From an optimization exercise on the open Yosys and OpenROAD flow, aimed at small area, a short achievable clock period and few clock cycles; shortcuts taken in it are not production practice.
RTL that was checked went through simulation tests only; none was proved equivalent to the original.
Only the layout flow was run in run 1; the RTL was not checked for function there.
No activity file was given, so power comes from the tool's default toggle rates.

==> flow/design.v, too long to show whole: its modules and the start of the top module <==
// module dct_top: 102 lines
// module dctn_sign1: 14 lines
// module dctn_pass1: 1170 lines
// module dctn_pass2: 1257 lines
// module dctn_bk17: 75 lines
// module dctn_bk18: 80 lines
module dct_top(data_in, clk, rst, dct_en, approx_en, data_out, dct_done);
  // ...
==> flow/flow/run.sh <==
#!/bin/bash
# The standard layout (the standard.sh), except that the port buffers
# are buf_2 cells instead of the delay buffers buffer_ports picks itself.
export BUFFER_PORTS_ARGS="-buffer_cell sky130_fd_sc_hd__buf_2"
bash standard.sh > standard.log 2>&1
==> flow/standard.sh <==
#!/bin/bash
# synth_recipe.tcl (not shown) runs the flow's synth.tcl, then flattens the netlist and writes it again
# the make line also repeats each setting of config.mk as NAME=value (left out here)
make -C /OpenROAD-flow-scripts/flow DESIGN_CONFIG=/design/flow/config.mk WORK_HOME=/design/flow/orfs CLKGATE_MAP_FILE= SYNTH_SCRIPT=/design/flow/synth_recipe.tcl "${@:-finish}"
==> flow/config.mk <==
export PLATFORM = sky130hd
export DESIGN_NAME = dct_top
export DESIGN_NICKNAME = dct_top
export VERILOG_FILES = /design/flow/design.v
export SDC_FILE = /design/flow/constraint.sdc
export NUM_CORES = 8
export LEC_CHECK = 0
export ABC_CLOCK_PERIOD_IN_PS = 4500
export CAP_MARGIN = 20
export CORE_MARGIN = 2
export CORE_UTILIZATION = 60
export CTS_CLUSTER_DIAMETER = 60
export CTS_CLUSTER_SIZE = 30
export SLEW_MARGIN = 20
==> flow/constraint.sdc <==
create_clock -name core_clock -period 15.0 [get_ports {clk}]
set_input_delay 3.0000 -clock core_clock [delete_from_list [all_inputs] [get_ports {clk}]]
set_output_delay 3.0000 -clock core_clock [all_outputs]
set_load 0.01 [all_outputs]
==> summary.txt, run 1 <==
Final Wtd Congestion 1.00; WP depth 1; Hold EP g_ring[3].lo[34]; Post CTS Setup Buffer Count 0; Tcrit/Tclk final 0.296; seq pwr between 0.007 and 0.008 W; non-filler cells, final ~7000; Routed WL ~170000 um; gr busiest metal met2; sw frac 0.381; PortBufs between 700 and 800; die area 0.113 sq mm; hold path cells 0; Placement Cell Area about 0.07 sq mm; Tmin final 4430 ps; largest stage delay on the critical path about 500 ps; crit start category flip-flop; # clk buffers 121; Clock buf/inv share 0.0524; multi-input combinational cell area about 0.023 sq mm; status timing/DRC/antenna clean; GRT met2 Usage 0.516; Max Clk Rate roughly 230 MHz; post-cts sizing count 0; Post-Syn Area 0.0661 sq mm; most flop-heavy register g_ring.hi; synth unique cells 76; MaxCap Viol Count 0; reg2reg start p1.p1_r8; RSZ-0062 raised after global routing false; Setup Skew roughly 42 ps
==> module dct_top, before the edit <==
module dct_top(data_in, clk, rst, dct_en, approx_en, data_out, dct_done);
parameter SIZE = 8, APPROX_BITS_ST1 = 6, APPROX_BITS_ST2 = 8, SIZE_MULT = SIZE+6, SIZE_OUT = SIZE+2, SIZE_FINAL = SIZE+4;
input [8*SIZE-1:0] data_in;
input clk, rst, dct_en;
input [1:0] approx_en;
output [64*(SIZE_FINAL-1)-1:0] data_out;
output dct_done;
	reg        en_r;
	reg  [2:0] cnt;        
	reg  [3:0] nrows;      
	reg  [2:0] row;        
	reg  [1:0] ap_r;
	always @(posedge clk) begin
		en_r <= dct_en & ~rst & ~nrows[3];
		ap_r <= approx_en;
		if (rst) begin
			cnt   <= 3'd0;
			nrows <= 4'd0;
			row   <= 3'd0;
		end else if (en_r) begin
			cnt   <= 3'd7;
			row   <= nrows[2:0];
			nrows <= nrows + 4'd1;
		end else if (cnt != 3'd0)
			cnt <= cnt - 3'd1;
	end
	wire       dv   = en_r | (cnt != 3'd0);             
	wire [2:0] t    = en_r ? 3'd0 : 3'd0 - cnt;          
	wire [2:0] rcur = en_r ? nrows[2:0] : row;
	reg [2:0] ph;
	reg       running, fin;
	reg [63:0] xa;
	reg        va;
	reg [2:0]  ta, ra;
	wire [7:0] sg;
	dctn_sign1 sg1 (.j(ph + 3'd3), .s(sg));
	always @(posedge clk) begin
		xa  <= data_in ^ {{8{sg[7]}}, {8{sg[6]}}, {8{sg[5]}}, {8{sg[4]}}, {8{sg[3]}}, {8{sg[2]}}, {8{sg[1]}}, {8{sg[0]}}};
		va  <= ~rst & dv;
		ta  <= t;
		ra  <= rcur;
	end
	wire [9:0] y1;
	dctn_pass1 p1 (.clk(clk), .x(xa), .s1n(16'd1 << {ap_r[0], ph + 3'd3}), .y(y1));
	reg        v1;
	reg [2:0]  t1, r1;
	always @(posedge clk) begin
		v1 <= ~rst & va;
		t1 <= ta;
		r1 <= ra;
	end
	reg [9:0]  yb;
	reg        vb;
	reg [2:0]  tb, rb;
	reg        done_r;
	wire last_c = vb & (tb == 3'd7) & (rb == 3'd7);    
	always @(posedge clk) begin
		yb  <= y1;
		vb  <= ~rst & v1;
		tb  <= t1;
		rb  <= r1;
		if (rst) begin
			ph      <= 3'd3;
			running <= 1'b1;
			fin     <= 1'b0;
			done_r  <= 1'b0;
		end else begin
			ph      <= ph + 3'd1;
			running <= running & ~done_r;
			fin     <= fin | last_c;
			done_r  <= running & ~done_r & (ph == 3'd6) & (fin | last_c);
		end
	end
	assign dct_done = done_r;
	wire [8*18-1:0] tail, nxa, nxb;
	wire [15:0] s2n = v1 ? (16'd1 << {ap_r[1], r1}) : 16'd0;
	dctn_pass2 p2 (.clk(clk), .y(yb), .s2n(s2n), .tail(tail), .nxa(nxa), .nxb(nxb));
	genvar gi, gp;
	generate
		for (gi = 0; gi < 8; gi = gi + 1) begin : g_ring
			reg [17:0]     ca, cb;      
			reg [7*11-1:0] hi;          
			reg [7*7-1:0]  lo;          
			wire [17:0] e0;
			dctn_bk18 ad (.a(ca), .b(cb), .s(e0));
			assign tail[18*gi +: 18] = {hi[6*11 +: 11], lo[6*7 +: 7]};
			always @(posedge clk) begin
				ca[6:0] <= nxa[18*gi +: 7];
				cb      <= nxb[18*gi +: 18];
				lo      <= {lo[0 +: 6*7], e0[6:0]};
				if (running) begin
					ca[17:7] <= nxa[18*gi + 7 +: 11];
					hi       <= {hi[0 +: 6*11], e0[17:7]};
				end
			end
			assign data_out[11*(8*gi+7) +: 11] = ca[17:7];
			for (gp = 0; gp < 7; gp = gp + 1) begin : g_out
				assign data_out[11*(8*gi+gp) +: 11] = hi[11*(6-gp) +: 11];
			end
		end
	endgenerate
endmodule
==> inputs of run 2 (changes only) <==
--- a/flow/design.v
+++ b/flow/design.v
@@ -83,2 +83,4 @@
 			reg [7*7-1:0]  lo;          
+			reg            run;         
+			always @(posedge clk) run <= rst | (run & ~done_r);
 			wire [17:0] e0;
@@ -90,3 +92,3 @@
 				lo      <= {lo[0 +: 6*7], e0[6:0]};
-				if (running) begin
+				if (run) begin
 					ca[17:7] <= nxa[18*gi + 7 +: 11];
==> flow/flow/run.sh (replaced) <==
#!/bin/bash
# The standard layout (the standard.sh), except that the port buffers
# are buf_1 cells instead of the delay buffers buffer_ports picks itself.
export BUFFER_PORTS_ARGS="-buffer_cell sky130_fd_sc_hd__buf_1"
bash standard.sh > standard.log 2>&1
==> summary.txt, run 2 <==
sw frac 0.387 (+0.00595); Cell Rows 122; synth top area cells edfxtp_1 (32%), dfxtp_1 (28%), fa_1 (15%), ha_1 (4.1%), inv_1 (3.1%); CP required 12000 ps; most numerous cell in the Yosys netlist dfxtp_1; Placement Cell Area 0.0700 sq mm (-0.93%); # setup viols final 0; net count after synthesis between 5000 and 6000; # clock sinks ~1600; logic gate share of total power 0.364; Setup Skew 49.6 ps (+7.68 ps); die height around 340 um; R2R Setup Slk 10650 ps; mux contribution to synthesized area 0.0323; Final Wtd Congestion 1.01 (+0.91%); GR Overflow Total 0; WP buf/inv 1; critical path type flip-flop to output port; Layout area overhead 11.6%; complex-gate fraction of the synthesized area 0.0541; PortBufs 773 (unchanged); vias in the first global route 38200; Worst-Skew Late Latency around 750 ps; commonest non-fill, non-tap cell in the layout dfxtp_1; crit start category flip-flop; Hold Path Class flip-flop to flip-flop; Util after Layout 0.672; ANT nets after route 0; WHS 288 ps; clk root buf clkbuf_16; Avg WL per Cell between 20 and 25 um; synth unique cells 77 (+1.3%); Post CTS Setup Buffer Count 0 (unchanged); CP max-delay cell edfxtp_1; # IOs 774; crit-path max FO 2; Final Hold Viols 0; Synth async-reset ratio 0; post-cts sizing count 0 (unchanged); clock share of power 0.188; Total GRT Usage 0.298; Max IR drop VDD slightly above 200 uV; Vias/cell ~5.4; Synth area leader edfxtp_1; switching power slightly below 0.007 W; number of synthesized flops with an enable pin just over 700; Worst setup EP type output port; crit-path cells buf_1; Pint ~0.011 W; CTS Buffer Depth 3; setup TNS 0 ps; design area approximately 0.074 sq mm; DPL Wire Length 128000 um; hold-fix buffers at CTS 0; Syn Area/Cell approximately 14 sq um; FILL cells ~8100; Starting DRT DRC Count between 3000 and 4000; Arr. time, crit path ~1500 ps; largest stage delay on the critical path 570 ps (+70 ps); Ys Warns 4; FF+latch count, synth around 1600; Gate Count Post-Synth between 4000 and 5000; Slew HR 0.297; Synth Area in XOR/XNOR 0.0199; Post-synth top cells dfxtp_1 (916), edfxtp_1 (704), inv_1 (548); H-tree levels 3; CTS tree yes; combinational family with the most area after synthesis adder cells; max reg flops slightly above 600; DR DRC count 0; Tmin final 4510 ps (+77.8 ps); Adder-Cell Fraction of Synth Area 0.188; net count reported at finish between 6000 and 7000; Worst-Margin Slew 1050 ps; chip width ~340 um; sequential-to-total area share from yosys stat 0.595; post-synthesis simple-gate area fraction 0.0589; power density over the cells ~240 mW/mm^2; Tcrit/Tclk final 0.301 (+0.00519); core area ~0.11 sq mm; most flop-heavy register g_ring.hi; Top FF cell, synth dfxtp_1; commonest non-fill, non-tap cells in the layout dfxtp_1 (896), buf_1 (772), edfxtp_1 (704); MaxCap Viol Count 0 (unchanged); Pre-Repair DR Iteration Count 8; initial antenna violation count 5; Max Clk Rate 222 MHz (-1.7%); final slew viol count 0; Sequential Power Share 0.448; share of layout cells above drive strength 1 0.0695; largest registers g_ring.hi (616), g_ring.lo (308); pin count of the biggest net entering global routing 89; Post-Syn Area 0.0664 sq mm (+0.47%); total number of vias 38100; CP top delay family flip-flops; leakage between 30 and 40 nW; die area 0.113 sq mm (+0.47%); area share of the largest cell type after synthesis 0.318; global-route wire length before repair between 200000 and 250000 um; RSZ-0062 raised after global routing false; Clk pin slew, worst setup/hold paths around 80 ps; Routed WL 170000 um (-0.82%); total CTS buffers 111; status timing/DRC/antenna clean; Initial Util 0.602
[run 2: cell types whose count changed after synthesis, sizes merged, moves of 7 or more]
cell,delta
clkbuf,-12
dfxtp,+8
nor2b,+7
buf,+14
a21o,+10
inv,-8
nand2,-15
[run 2: per-layer routing]
layer | vias to the layer above | part of all wire | wire length (um) | GRT usage
met4 | 6 | 0.036 | 6180 | 0.0969
met1 | 18900 | 0.42 | 71800 | 0.414
li1 | 17100 | - | - | -
met2 | 1702 | 0.45 | 76800 | 0.460
met5 | - | 0.00026 | 44 | 0
met3 | 384 | 0.089 | 15200 | 0.0799
[run 2: area by class of cell]
type / count / area, sq um / area share
antenna: 2 / 5.00 / 0.0000675
clock buffer: 121 / 2960 / 0.0400
clock inverter: 91 / 1120 / 0.0152
inverter: 551 / 2070 / 0.0279
multi-input combinational: 2337 / 23400 / 0.316
sequential: 1620 / 39500 / 0.533
tap: 1488 / 1860 / 0.0251
timing repair buffer: 804 / 3140 / 0.0424
[run 2: final timing paths]
| path | to | depth (start not counted) | from |
|---|---|---|---|
| min | g_ring[2].lo[17] | 0 | g_ring[2].lo[10] |
| max | data_out[542] | 1 | g_ring[6].hi[58] |
| min reg2reg | g_ring[2].lo[17] | 0 | g_ring[2].lo[10] |
| max reg2reg | yb[7] | 13 | p1.p1_r8 |
[run 2: through the flow]
| step | setup WS (ps) | total power (W) | std cells |
|---|---|---|---|
| after detailed placement | 10620 | 0.0144 | 6800 |
| after global placement | 10850 | 0.0141 | 6800 |
| after global routing | 10380 | 0.0189 | 7012 |
| after CTS | 10460 | 0.0178 | 7012 |
| after floorplan | 11290 | 0.0118 | 4782 |
| final | 10490 | 0.0176 | 7014 |
[run 2: power by group through the flow]
stage               clock network [W]  registers (W)  logic [W]
global placement                    0        0.00790    0.00625
floorplan                           0        0.00787    0.00397
global route                  0.00353        0.00806    0.00731
CTS                           0.00338        0.00788    0.00653
detailed placement                  0        0.00795    0.00647
finish                        0.00331        0.00789    0.00642
[run 2: kinds of logic (layout without fill, tap and decap cells)]
| family | after synthesis | count (layout) |
|---|---|---|
| AOI/OAI and AO/OA | 491 | 491 |
| xor gates and xnor gates | 148 | 148 |
| adders and majority gates | 703 | 703 |
| buffers and inverters | 825 | 1567 |
| DFF | 1620 | 1620 |
| muxes | 205 | 205 |
| other | 0 | 2 |
| and+or+nand+nor | 790 | 790 |
Testbench counts of run 2, summed over its fixed seeds: cycles 6,724.
==> inputs of run 3 (changes only) <==
==> flow/flow/run.sh (replaced) <==
#!/bin/bash
# The standard layout (the standard.sh) with two changes:
#  - the port buffers are buf_2 cells instead of the delay buffers that
#    buffer_ports picks itself;
#  - after the standard synthesis, flow/fixinv.py removes inverters between
#    full adders by choosing each full adder's polarity (a full adder is
#    self-dual); registers and all other cells stay as synthesized.
set -euo pipefail
export BUFFER_PORTS_ARGS="-buffer_cell sky130_fd_sc_hd__buf_2"
NET=$PWD/orfs/results/sky130hd/dct_top/base/1_2_yosys.v
bash standard.sh "$NET" > synth.log 2>&1
python3 flow/fixinv.py "$NET" "$NET.fixed" > fixinv.log 2>&1
cp "$NET" "$NET.orig"
mv "$NET.fixed" "$NET"
bash standard.sh > standard.log 2>&1
==> flow/flow/fixinv.py (new file) <==
#!/usr/bin/env python3
"""Polarity optimisation of a sky130 gate netlist written by Yosys.

A full adder is self-dual: fa(~a, ~b, ~c) = (~sum, ~cout). The adder
extraction of the synthesis leaves inverters between many full adders; this
script chooses, for each full adder, whether it computes its function on
complemented inputs and outputs, so that as few nets as possible need an
inverter, then rebuilds the inverters. Registers and all other cells are left
as they are.

Usage: fixinv.py IN.v OUT.v
"""
import re
import sys
import random
from collections import defaultdict

OUTPINS = {'X', 'Y', 'Q', 'Q_N', 'SUM', 'COUT', 'HI', 'LO'}
INV_RE = re.compile(r'^sky130_fd_sc_hd__(inv|clkinv)_\d+$')
FA_RE = re.compile(r'^sky130_fd_sc_hd__fa_\d+$')


def parse(text):
    m = re.search(r'^module\s+(\w+)\s*\((.*?)\);', text, re.S | re.M)
    start = m.start()
    body_start = m.end()
    end = text.rindex('endmodule')
    body = text[body_start:end]
    cell_re = re.compile(r'^\s*(sky130_fd_sc_hd__\w+)\s+(\S+)\s*\((.*?)\);\s*$', re.S | re.M)
    cells = []
    for cm in cell_re.finditer(body):
        typ, name, pins = cm.group(1), cm.group(2), cm.group(3)
        conns = []
        for pm in re.finditer(r'\.(\w+)\(\s*((?:\\\S+\s)|[^()]*?)\s*\)', pins):
            conns.append([pm.group(1), pm.group(2).strip()])
        cells.append([typ, name, conns])
    decl = cell_re.sub('', body)
    ports = set()
    for line in decl.split('\n'):
        mm = re.match(r'\s*(input|output)\s+(\[(\d+):(\d+)\]\s+)?(\S+);', line)
        if mm:
            nm = mm.group(5)
            if mm.group(2):
                hi, lo = int(mm.group(3)), int(mm.group(4))
                for b in range(min(hi, lo), max(hi, lo) + 1):
                    ports.add(('%s' % mm.group(1), '%s[%d]' % (nm, b)))
            else:
                ports.add((mm.group(1), nm))
    return text[:body_start], decl, cells, text[end:], ports


def main():
    text = open(sys.argv[1]).read()
    head, decl, cells, tail, ports = parse(text)
    inports = {n for d, n in ports if d == 'input'}
    outports = {n for d, n in ports if d == 'output'}

    driver = {}            # net -> (cell index, pin)
    sinks = defaultdict(list)  # net -> [(cell index, pin index)]
    for ci, (typ, name, conns) in enumerate(cells):
        for pi, (pin, net) in enumerate(conns):
            if pin in OUTPINS:
                driver[net] = (ci, pin)
            else:
                sinks[net].append((ci, pi))
    isinv = [bool(INV_RE.match(c[0])) for c in cells]
    isfa = [bool(FA_RE.match(c[0])) for c in cells]
    # inverters and adders that drive ports stay as they are
    for ci, (typ, name, conns) in enumerate(cells):
        for pin, net in conns:
            if pin in OUTPINS and net in outports:
                isinv[ci] = False
                isfa[ci] = False

    def inv_io(ci):
        d = dict(cells[ci][2])
        return d['A'], d['Y']

    roots = [n for n in set(list(driver) + list(inports)) if not (n in driver and isinv[driver[n][0]])]
    groups = {}
    removable = set()
    for r in roots:
        sl = []
        stack = [(r, 0)]
        seen = set()
        while stack:
            n, q = stack.pop()
            if n in seen:
                continue
            seen.add(n)
            for ci, pi in sinks.get(n, []):
                if isinv[ci]:
                    removable.add(ci)
                    a, y = inv_io(ci)
                    stack.append((y, q ^ 1))
                else:
                    sl.append((ci, pi, q))
        groups[r] = sl

    flip = [0] * len(cells)

    def drv_flip(r):
        if r in driver and isfa[driver[r][0]]:
            return flip[driver[r][0]]
        return 0

    def need_of(r):
        fd = drv_flip(r)
        return [(ci, pi) for ci, pi, q in groups[r] if q ^ fd ^ (flip[ci] if isfa[ci] else 0)]

    def cost_root(r):
        fd = drv_flip(r)
        for ci, pi, q in groups[r]:
            if q ^ fd ^ (flip[ci] if isfa[ci] else 0):
                return 1
        return 0

    touch = defaultdict(set)
    for r, sl in groups.items():
        if r in driver and isfa[driver[r][0]]:
            touch[driver[r][0]].add(r)
        for ci, pi, q in sl:
            if isfa[ci]:
                touch[ci].add(r)
    total = sum(cost_root(r) for r in groups)
    before = total
    fas = [ci for ci in range(len(cells)) if isfa[ci]]
    improved = True
    rounds = 0
    while improved and rounds < 50:
        improved = False
        rounds += 1
        random.shuffle(fas)
        for ci in fas:
            rs = touch[ci]
            c0 = sum(cost_root(r) for r in rs)
            flip[ci] ^= 1
            c1 = sum(cost_root(r) for r in rs)
            if c1 < c0:
                total += c1 - c0
                improved = True
            else:
                flip[ci] ^= 1
    # annealing
    import math
    T = 2.0
    for it in range(200000):
        ci = random.choice(fas)
        rs = touch[ci]
        c0 = sum(cost_root(r) for r in rs)
        flip[ci] ^= 1
        c1 = sum(cost_root(r) for r in rs)
        d = c1 - c0
        if d <= 0 or random.random() < math.exp(-d / T):
            total += d
        else:
            flip[ci] ^= 1
        T = max(0.05, 2.0 * (1 - it / 180000))
    sys.stderr.write('inverters: %d (removable %d) -> %d nets inverted, %d adders flipped\n'
                     % (sum(1 for c in cells if INV_RE.match(c[0])), len(removable), total, sum(flip)))
    if len(sys.argv) < 3:
        return
    keepcells = [ci for ci in range(len(cells)) if not (ci in removable)]

    extra = []
    ninv = 0
    needs = {r: set(need_of(r)) for r in groups}
    # the outputs of flipped adders carry the complement: give them new names
    rename = {}
    for ci in range(len(cells)):
        if isfa[ci] and flip[ci]:
            for pc in cells[ci][2]:
                if pc[0] in OUTPINS:
                    old = pc[1]
                    new = 'fixinv_c%d' % len(rename)
                    rename[old] = new
                    pc[1] = new
    extra_c = list(rename.values())
    for r0 in groups:
        need = needs[r0]
        r = rename.get(r0, r0)
        for ci, pi, q in groups[r0]:
            if (ci, pi) not in need:
                cells[ci][2][pi][1] = r
        if need:
            nn = 'fixinv_n%d' % ninv
            k = len(need)
            size = 1 if k <= 4 else (2 if k <= 8 else 4)
            cells.append(['sky130_fd_sc_hd__inv_%d' % size, 'fixinv_i%d' % ninv, [['A', r], ['Y', nn]]])
            keepcells.append(len(cells) - 1)
            extra.append(nn)
            ninv += 1
            for ci, pi in need:
                cells[ci][2][pi][1] = nn
    out = [head.rstrip('\n'), decl.rstrip()]
    for w in extra + extra_c:
        out.append('  wire %s;' % w)
    for ci in keepcells:
        typ, name, conns = cells[ci]
        pins = ',\n'.join('    .%s(%s%s)' % (p, n, ' ' if n.startswith('\\') else '') for p, n in conns)
        out.append('  %s %s (\n%s\n  );' % (typ, name, pins))
    out.append(tail)
    open(sys.argv[2], 'w').write('\n'.join(out))
    sys.stderr.write('inverters now %d\n' % sum(1 for ci in keepcells if INV_RE.match(cells[ci][0])))


if __name__ == '__main__':
    random.seed(1)
    main()
--- a/flow/config.mk
+++ b/flow/config.mk
@@ -7,2 +7,3 @@
 export LEC_CHECK = 0
+export ABC_AREA = 1
 export ABC_CLOCK_PERIOD_IN_PS = 4500
@@ -11,3 +12,3 @@
 export CORE_UTILIZATION = 60
-export CTS_CLUSTER_DIAMETER = 60
+export CTS_CLUSTER_DIAMETER = 80
 export CTS_CLUSTER_SIZE = 30
==> summary.txt, run 3 <==
Final Hold Viols 0 (unchanged); Total GRT Usage 0.329 (+0.0313); vias in the first global route 39700 (+4.0%); Vias/cell 5.56 (+2.2%); Cell Rows 120 (-1.6%); DR DRC count 0 (unchanged); total number of vias 39300 (+3.2%); commonest non-fill, non-tap cell in the layout dfxtp_1; commonest non-fill, non-tap cells in the layout dfxtp_1 (899), buf_2 (773), nand2_1 (763); most flop-heavy register g_ring.hi; share of layout cells above drive strength 1 0.181 (+0.111); CP max-delay cell edfxtp_1; largest registers g_ring.hi (616), g_ring.lo (308); WP buf/inv 1 (unchanged); total CTS buffers 69 (-38%); largest stage delay on the critical path 540 ps (-30 ps); Initial Util 0.604 (+0.00188); switching power 0.00682 W (about the same); PortBufs 773 (unchanged); pin count of the biggest net entering global routing 90 (+1.1%); Worst setup EP type output port; CTS Buffer Depth 3 (unchanged); CTS tree yes; crit-path cells buf_2; max reg flops 616 (unchanged); CP top delay family flip-flops; Pint 0.0106 W (-1.7%); Setup Skew 33.8 ps (-15.7 ps); Layout area overhead 10.7%; # IOs 774 (unchanged); leakage 33.6 nW (+3.6%); DPL Wire Length 142000 um (+11%); final slew viol count 0 (unchanged); # clock sinks 1620 (unchanged); global-route wire length before repair 266000 um (+7.2%); Clk pin slew, worst setup/hold paths 110 ps (+30 ps); Arr. time, crit path 1420 ps (-90 ps); # setup viols final 0 (unchanged); Max IR drop VDD 182 uV (-9.7%); Worst-Skew Late Latency 690 ps (-60 ps); MaxCap Viol Count 0 (unchanged); RSZ-0062 raised after global routing false; GR Overflow Total 0 (unchanged); CP required 12000 ps (about the same); setup TNS 0 ps (unchanged); Avg WL per Cell 25.7 um (+5.9%); die area 0.110 sq mm (-2.7%); clock share of power 0.132 (-0.056); initial antenna violation count 3 (-2); net count after synthesis 5739 (+3.3%); net count reported at finish 6395 (+3.2%); Final Wtd Congestion 1.02 (+1.4%); logic gate share of total power 0.409 (+0.045); Slew HR 0.268 (-0.0297); critical path type flip-flop to output port; Worst-Margin Slew 1090 ps (+34.5 ps); FILL cells 7927 (-2.2%); Placement Cell Area 0.0693 sq mm (-0.97%); Syn Area/Cell 13.0 sq um (-6.3%); Post-Syn Area 0.0646 sq mm (-2.7%); ANT nets after route 0 (unchanged); Pre-Repair DR Iteration Count 6 (-2); Ys Warns 4 (unchanged); Gate Count Post-Synth 4967 (+3.9%); status timing/DRC/antenna clean; post-cts sizing count 0 (unchanged); chip width 332 um (-1.3%); power density over the cells 244 mW/mm^2 (+2.5%); Post CTS Setup Buffer Count 0 (unchanged); die height 332 um (-1.3%); Tcrit/Tclk final 0.295 (-0.00606); Tmin final 4420 ps (-90.9 ps); Hold Path Class flip-flop to flip-flop; clk root buf clkbuf_16; crit-path max FO 2 (unchanged); sw frac 0.391 (+0.00398); Routed WL 182000 um (+6.9%); design area 0.0715 sq mm (-3.5%); Max Clk Rate 226 MHz (+2.1%); H-tree levels 3 (unchanged); hold-fix buffers at CTS 0 (unchanged); Starting DRT DRC Count 3946 (+12%); crit start category flip-flop; core area 0.107 sq mm (-3.0%); Sequential Power Share 0.459 (+0.011)
-- run 3: cell types whose count changed in the layout (fill, tap and decap cells not counted), moves of 72 or more --
cell,change
o21ai_0,+157
mux2i_1,-129
mux2_2,-73
nand2_1,+468
a21oi_1,+77
and2_1,-157
buf_2,+773
nor2b_1,-89
inv_2,+72
buf_1,-772
-- run 3: layout make-up --
type	instances	area, sq um	area share
sequential	1620	39500	0.553
multi-input combinational	2523	21700	0.303
timing repair buffer	801	4080	0.0571
inverter	608	2300	0.0322
clock buffer	100	1880	0.0263
tap	1403	1760	0.0245
clock inverter	22	297	0.00415
antenna	2	5.00	0.0000700
-- run 3: power groups by stage --
| stage | clock [W] | combinational (W) | sequential, W |
|---|---|---|---|
| global route | 0.00250 | 0.00797 | 0.00818 |
| detailed placement | 0 | 0.00713 | 0.00807 |
| CTS | 0.00236 | 0.00719 | 0.00800 |
| finish | 0.00231 | 0.00713 | 0.00800 |
| global placement | 0 | 0.00688 | 0.00800 |
| floorplan | 0 | 0.00408 | 0.00806 |
-- run 3: final timing paths --
check | from | end | slack [ps] | cells after the start
hold reg to reg | g_ring[5].lo[12] | g_ring[5].lo[19] | 330 | 0
setup / recovery | g_ring[7].ca[7] | data_out[693] | 10580 | 1
setup reg to reg | p1.p1_s2 | p1.p1_r35 | 10860 | 7
hold / removal | g_ring[5].lo[12] | g_ring[5].lo[19] | 330 | 0
-- run 3: per-layer routing --
layer  vias up  share of wire  track usage
met5         -       0.000066            0
met4         2          0.036        0.113
met2      1931           0.45        0.508
li1      17500              -            -
met3       332          0.085       0.0626
met1     19500           0.43        0.474
-- run 3: worst reg2reg max path: cells and delay by family, from the launching register on --
kind | cells | cell delay (ps)
adder cells (fa/ha/maj) | 5 | 2530
flip-flops | 1 | 770
buffers and inverters | 1 | 380
AO/OA/AOI/OAI | 1 | 330
-- run 3: metrics by stage --
stage               setup slack (ps)  hold slack [ps]  instances   util  total power (W)
finish                         10580              325       7079  0.669           0.0174
global route                   10560              334       7077  0.669           0.0187
CTS                            10550              325       7077  0.669           0.0175
detailed placement             10950              312       6955  0.649           0.0152
global placement               11020              310       6955  0.649           0.0149
floorplan                      11430              310       4967      -           0.0121
==> inputs of run 4 (changes only) <==
--- a/flow/config.mk
+++ b/flow/config.mk
@@ -12,3 +12,3 @@
 export CORE_UTILIZATION = 60
-export CTS_CLUSTER_DIAMETER = 80
+export CTS_CLUSTER_DIAMETER = 70
 export CTS_CLUSTER_SIZE = 30
==> summary.txt, run 4 <==
Arr. time, crit path 1400 ps (-20 ps); CP top delay family flip-flops; die height 332 um (unchanged); Routed WL 178000 um (-2.2%); CTS tree yes; status timing/DRC/antenna clean; Hold Path Class flip-flop to flip-flop; share of layout cells above drive strength 1 0.188 (+0.00715); crit-path cells buf_2; global-route wire length before repair 261000 um (-1.9%); Post-Syn Area 0.0646 sq mm (unchanged); DPL Wire Length 138000 um (-2.8%); Pre-Repair DR Iteration Count 6 (unchanged); net count after synthesis 5739 (unchanged); net count reported at finish 6406 (+0.17%); commonest non-fill, non-tap cells in the layout dfxtp_1 (899), buf_2 (773), nand2_1 (763); Final Hold Viols 0 (unchanged); post-cts sizing count 0 (unchanged); Avg WL per Cell 25.0 um (-2.6%); Worst-Skew Late Latency 710 ps (+20 ps); hold path cells 0 (unchanged); most flop-heavy register g_ring.hi; critical path type flip-flop to output port; Util after Layout 0.678 (+0.00847); hold-fix buffers at CTS 0 (unchanged); RSZ-0062 raised after global routing false; PortBufs 773 (unchanged); commonest non-fill, non-tap cell in the layout dfxtp_1; Final Wtd Congestion 1.02 (about the same); DR DRC count 0 (unchanged); pin count of the biggest net entering global routing 89 (-1.1%); crit-path max FO 2 (unchanged); clk root buf clkbuf_16; Worst setup EP type output port; initial antenna violation count 5 (+2); Starting DRT DRC Count 3791 (-3.9%); core area 0.107 sq mm (unchanged); leakage 34.1 nW (+1.3%); Worst-Margin Slew 1030 ps (-61.2 ps); ANT nets after route 0 (unchanged); Ys Warns 4 (unchanged); vias in the first global route 39500 (-0.61%); FILL cells 7883 (-0.56%); WHS 315 ps (-10.5 ps); final slew viol count 0 (unchanged); total CTS buffers 83 (+20%); largest stage delay on the critical path 510 ps (-30 ps); chip width 332 um (unchanged); H-tree levels 3 (unchanged); GR Overflow Total 0 (unchanged); Max IR drop VDD 208 uV (+14%); max reg flops 616 (unchanged); # clock sinks 1620 (unchanged); WP depth 1 (unchanged); Total GRT Usage 0.321 (-0.00817); Cell Rows 120 (unchanged); Vias/cell 5.54 (-0.32%); CTS Buffer Depth 3 (unchanged); Place WS 10720 ps (-228 ps); setup TNS 0 ps (unchanged); total number of vias 39400 (+0.074%); Clk pin slew, worst setup/hold paths 100 ps (about the same); largest registers g_ring.hi (616), g_ring.lo (308); R2R depth 9 (+2); MaxCap Viol Count 0 (unchanged); Gate Count Post-Synth 4967 (unchanged); crit start category flip-flop; Syn Area/Cell 13.0 sq um (unchanged); worst setup margin 10600 ps (+21.3 ps); Post CTS Setup Buffer Count 0 (unchanged); Setup Skew 33.8 ps (-0.0545 ps); # IOs 774 (unchanged); Tcrit/Tclk final 0.293 (-0.00142); die area 0.110 sq mm (unchanged); Tmin final 4400 ps (-21.3 ps); CP max-delay cell edfxtp_1; Initial Util 0.604 (unchanged); Slew HR 0.309 (+0.0412); WP buf/inv 1 (unchanged); power density over the cells 247 mW/mm^2 (+1.2%); # setup viols final 0 (unchanged); Max Clk Rate 227 MHz (+0.48%); Tot Pwr 0.0179 W (+2.5%); CP required 12000 ps (about the same); Layout area overhead 12.1%
==> run 4: layout make-up <==
type / instances / area (sq um) / share of cell area
Sequential cell: 1620 / 39500 / 0.546
Multi-Input combinational cell: 2523 / 21700 / 0.299
Timing Repair Buffer: 798 / 4060 / 0.0561
Inverter: 608 / 2300 / 0.0318
Clock buffer: 101 / 2240 / 0.0310
Tap cell: 1403 / 1760 / 0.0242
Clock inverter: 53 / 868 / 0.0120
Antenna cell: 1 / 2.50 / 0.0000346
==> run 4: worst paths after layout <==
check / from / end / slack, ps
max: g_ring[3].ca[7] / data_out[341] / 10600
min: g_ring[6].lo[17] / g_ring[6].lo[24] / 310
max reg2reg: p1.p1_s27 / p1.p1_r47 / 10630
min reg2reg: g_ring[6].lo[17] / g_ring[6].lo[24] / 310
==> run 4: routing by layer <==
layer / track usage / vias to the layer above / routed length, um
met1: 0.458 / 19500 / 75200
li1: - / 17600 / -
met5: 0 / - / 0
met2: 0.499 / 1975 / 81000
met4: 0.108 / 0 / 6390
met3: 0.0625 / 353 / 15200
==> run 4: report_power, final <==
part           switching (W)  internal, W  total, W
Combinational        0.00420      0.00282   0.00701
Sequential           0.00119      0.00685   0.00804
Clock                0.00157      0.00125   0.00282
Total                0.00696       0.0109    0.0179
==> run 4: metrics by stage <==
stage	area, sq um	cells
5_1_grt	72400	7106
3_3_place_gp	69300	6952
2_1_floorplan	64600	4967
4_1_cts	72400	7106
6_report	72400	7107
3_5_place_dp	69300	6952
==> inputs of run 5 (changes only) <==
--- a/flow/config.mk
+++ b/flow/config.mk
@@ -12,3 +12,3 @@
 export CORE_UTILIZATION = 60
-export CTS_CLUSTER_DIAMETER = 70
+export CTS_CLUSTER_DIAMETER = 60
 export CTS_CLUSTER_SIZE = 30
==> summary.txt, run 5 <==
status timing/DRC/antenna clean; critical path type flip-flop to output port; PortBufs 773 (unchanged); Layout area overhead 13.5%; CTS tree yes; Arr. time, crit path 1530 ps (+130 ps); CTS Buffer Depth 3 (unchanged); H-tree levels 3 (unchanged); Worst-Skew Late Latency 740 ps (+30 ps); CP top delay family flip-flops; # setup viols final 0 (unchanged); initial antenna violation count 2 (-3); total CTS buffers 105 (+27%); chip width 332 um (unchanged); Max Clk Rate 221 MHz (-2.9%); CP max-delay cell edfxtp_1; Clk pin slew, worst setup/hold paths 100 ps (about the same); WP buf/inv 1 (unchanged); # IOs 774 (unchanged); GR Overflow Total 0 (unchanged); Final Hold Viols 0 (unchanged); Avg WL per Cell 25.1 um (+0.45%); crit-path max FO 2 (unchanged); Slew HR 0.311 (+0.00221); crit start category flip-flop; pin count of the biggest net entering global routing 88 (-1.1%); hold-fix buffers at CTS 0 (unchanged); Syn Area/Cell 13.0 sq um (unchanged); non-filler cells, final 7153 (+0.65%); share of layout cells above drive strength 1 0.196 (+0.00824); Worst-Margin Slew 1030 ps (+7.53 ps); Cell Rows 120 (unchanged); die height 332 um (unchanged); net count after synthesis 5739 (unchanged); Worst setup EP type output port; largest stage delay on the critical path 580 ps (+70 ps); Starting DRT DRC Count 3835 (+1.2%); net count reported at finish 6429 (+0.36%); core area 0.107 sq mm (unchanged); vias in the first global route 39600 (+0.24%); Total GRT Usage 0.326 (+0.00478); Hold Path Class flip-flop to flip-flop; largest registers g_ring.hi (616), g_ring.lo (308); Setup Skew 49.5 ps (+15.7 ps); Tmin final 4530 ps (+131 ps); commonest non-fill, non-tap cell in the layout dfxtp_1; Pre-Repair DR Iteration Count 5 (-1); RSZ-0062 raised after global routing false; total number of vias 39400 (+0.17%); max reg flops 616 (unchanged); most flop-heavy register g_ring.hi; Final Wtd Congestion 1.03 (+0.34%); setup TNS 0 ps (unchanged); Initial Util 0.604 (unchanged); Post-Syn Area 0.0646 sq mm (unchanged); commonest non-fill, non-tap cells in the layout dfxtp_1 (898), buf_2 (774), nand2_1 (763); ANT nets after route 0 (unchanged); final slew viol count 0 (unchanged); die area 0.110 sq mm (unchanged); crit-path cells buf_2; Vias/cell 5.51 (-0.47%); global-route wire length before repair 263000 um (+1.0%); leakage 34.5 nW (+1.3%); Max IR drop VDD 214 uV (+2.7%); CP required 12000 ps (about the same); MaxCap Viol Count 0 (unchanged); DPL Wire Length 139000 um (+0.82%); Post CTS Setup Buffer Count 0 (unchanged); # clock sinks 1620 (unchanged); clk root buf clkbuf_16; Gate Count Post-Synth 4967 (unchanged); power density over the cells 251 mW/mm^2 (+1.6%); post-cts sizing count 0 (unchanged); Routed WL 180000 um (+1.1%); DR DRC count 0 (unchanged); Placed Cells incl. Taps 6952 (unchanged); FILL cells 7724 (-2.0%); Tcrit/Tclk final 0.302 (+0.00871); Ys Warns 4 (unchanged)
-- run 5: cell count changes in the layout (fill, tap and decap cells not counted), sizes merged --
cell	delta
clkinvlp	+6
clkbuf	+11
clkinv	+10
bufinv	+3
buf	+1
inv	+15
-- run 5: layout make-up --
| cell class | count | area (sq um) | share of cell area |
|---|---|---|---|
| multi-input cells | 2523 | 21700 | 0.295 |
| clock inverters | 87 | 1280 | 0.0174 |
| diodes | 1 | 2.50 | 0.0000341 |
| well taps | 1403 | 1760 | 0.0239 |
| clock buffers | 112 | 2740 | 0.0373 |
| inverters | 608 | 2300 | 0.0314 |
| flip-flops and latches | 1620 | 39500 | 0.539 |
| repair buffers | 799 | 4070 | 0.0555 |
-- run 5: report_power, final --
| part | internal, W | leakage (nW) | switching (W) |
|---|---|---|---|
| clock network | 0.00158 | 1.93 | 0.00172 |
| registers | 0.00685 | 15.2 | 0.00118 |
| logic | 0.00283 | 17.4 | 0.00424 |
| total | 0.0113 | 34.5 | 0.00713 |
-- run 5: stage by stage --
| step | util | setup slack (ps) | cell area, sq um | hold WS [ps] | total power (W) |
|---|---|---|---|---|---|
| 6_report | 0.686 | 10470 | 73300 | 314 | 0.0184 |
| 5_1_grt | 0.686 | 10440 | 73300 | 317 | 0.0197 |
| 4_1_cts | 0.686 | 10450 | 73300 | 303 | 0.0185 |
| 3_5_place_dp | 0.648 | 10940 | 69300 | 312 | 0.0152 |
| 3_3_place_gp | 0.648 | 10440 | 69300 | 310 | 0.0149 |
| 2_1_floorplan | - | 11430 | 64600 | 310 | 0.0121 |
-- run 5: path summary, 6_finish.rpt --
check	from	to	slack, ps	cells after the start
hold reg to reg	g_ring[2].lo[19]	g_ring[2].lo[26]	310	0
setup / recovery	g_ring[7].ca[7]	data_out[693]	10470	1
hold / removal	g_ring[2].lo[19]	g_ring[2].lo[26]	310	0
setup reg to reg	p1.p1_s27	p1.p1_r47	10910	10
-- run 5: layer usage --
layer,routed length [um],vias to the layer above,part of all wire,track usage
li1,-,17700,-,-
met1,75600,19500,0.42,0.465
met2,82200,1910,0.46,0.510
met3,16000,323,0.089,0.0633
met4,5960,2,0.033,0.104
met5,12,-,0.000067,0

==> separate check: timing with driven ports <==
No port has a modelled driver above. Below, the same layouts with a new extraction and two added sets of constraints.
Step 1 (the two cells are an assumption about what drives the block):
set clk [get_ports {clk}]
set_driving_cell -lib_cell sky130_fd_sc_hd__clkbuf_16 $clk
set_driving_cell -lib_cell sky130_fd_sc_hd__buf_2 [delete_from_list [all_inputs] $clk]
Step 2, shift: input delay + t, output delay - t, t = (earliest + latest rising clock arrival at the registers) / 2. This alone moves slack from input paths to output paths.
Slacks: ideal / step 1 / step 2; pairs: ideal / step 1.
run	shift t [ns]	slack for setup (ns)	hold slack, ns	worst setup path after step 2	cell pins on the clock port's net
run 1	0.805	10.567 / 10.491 / 10.681	0.296 / 0.296 / 0.296	register to register	1
run 2	0.805	10.489 / 10.406 / 10.652	0.288 / 0.288 / 0.288	register to register	1
run 3	0.754	10.580 / 10.503 / 10.860	0.325 / 0.325 / 0.325	register to register	1
run 4	0.772	10.601 / 10.522 / 10.628	0.315 / 0.315 / 0.315	register to register	1
run 5	0.791	10.470 / 10.392 / 10.905	0.314 / 0.314 / 0.314	register to register	1
After both steps every run listed still meets setup and hold.
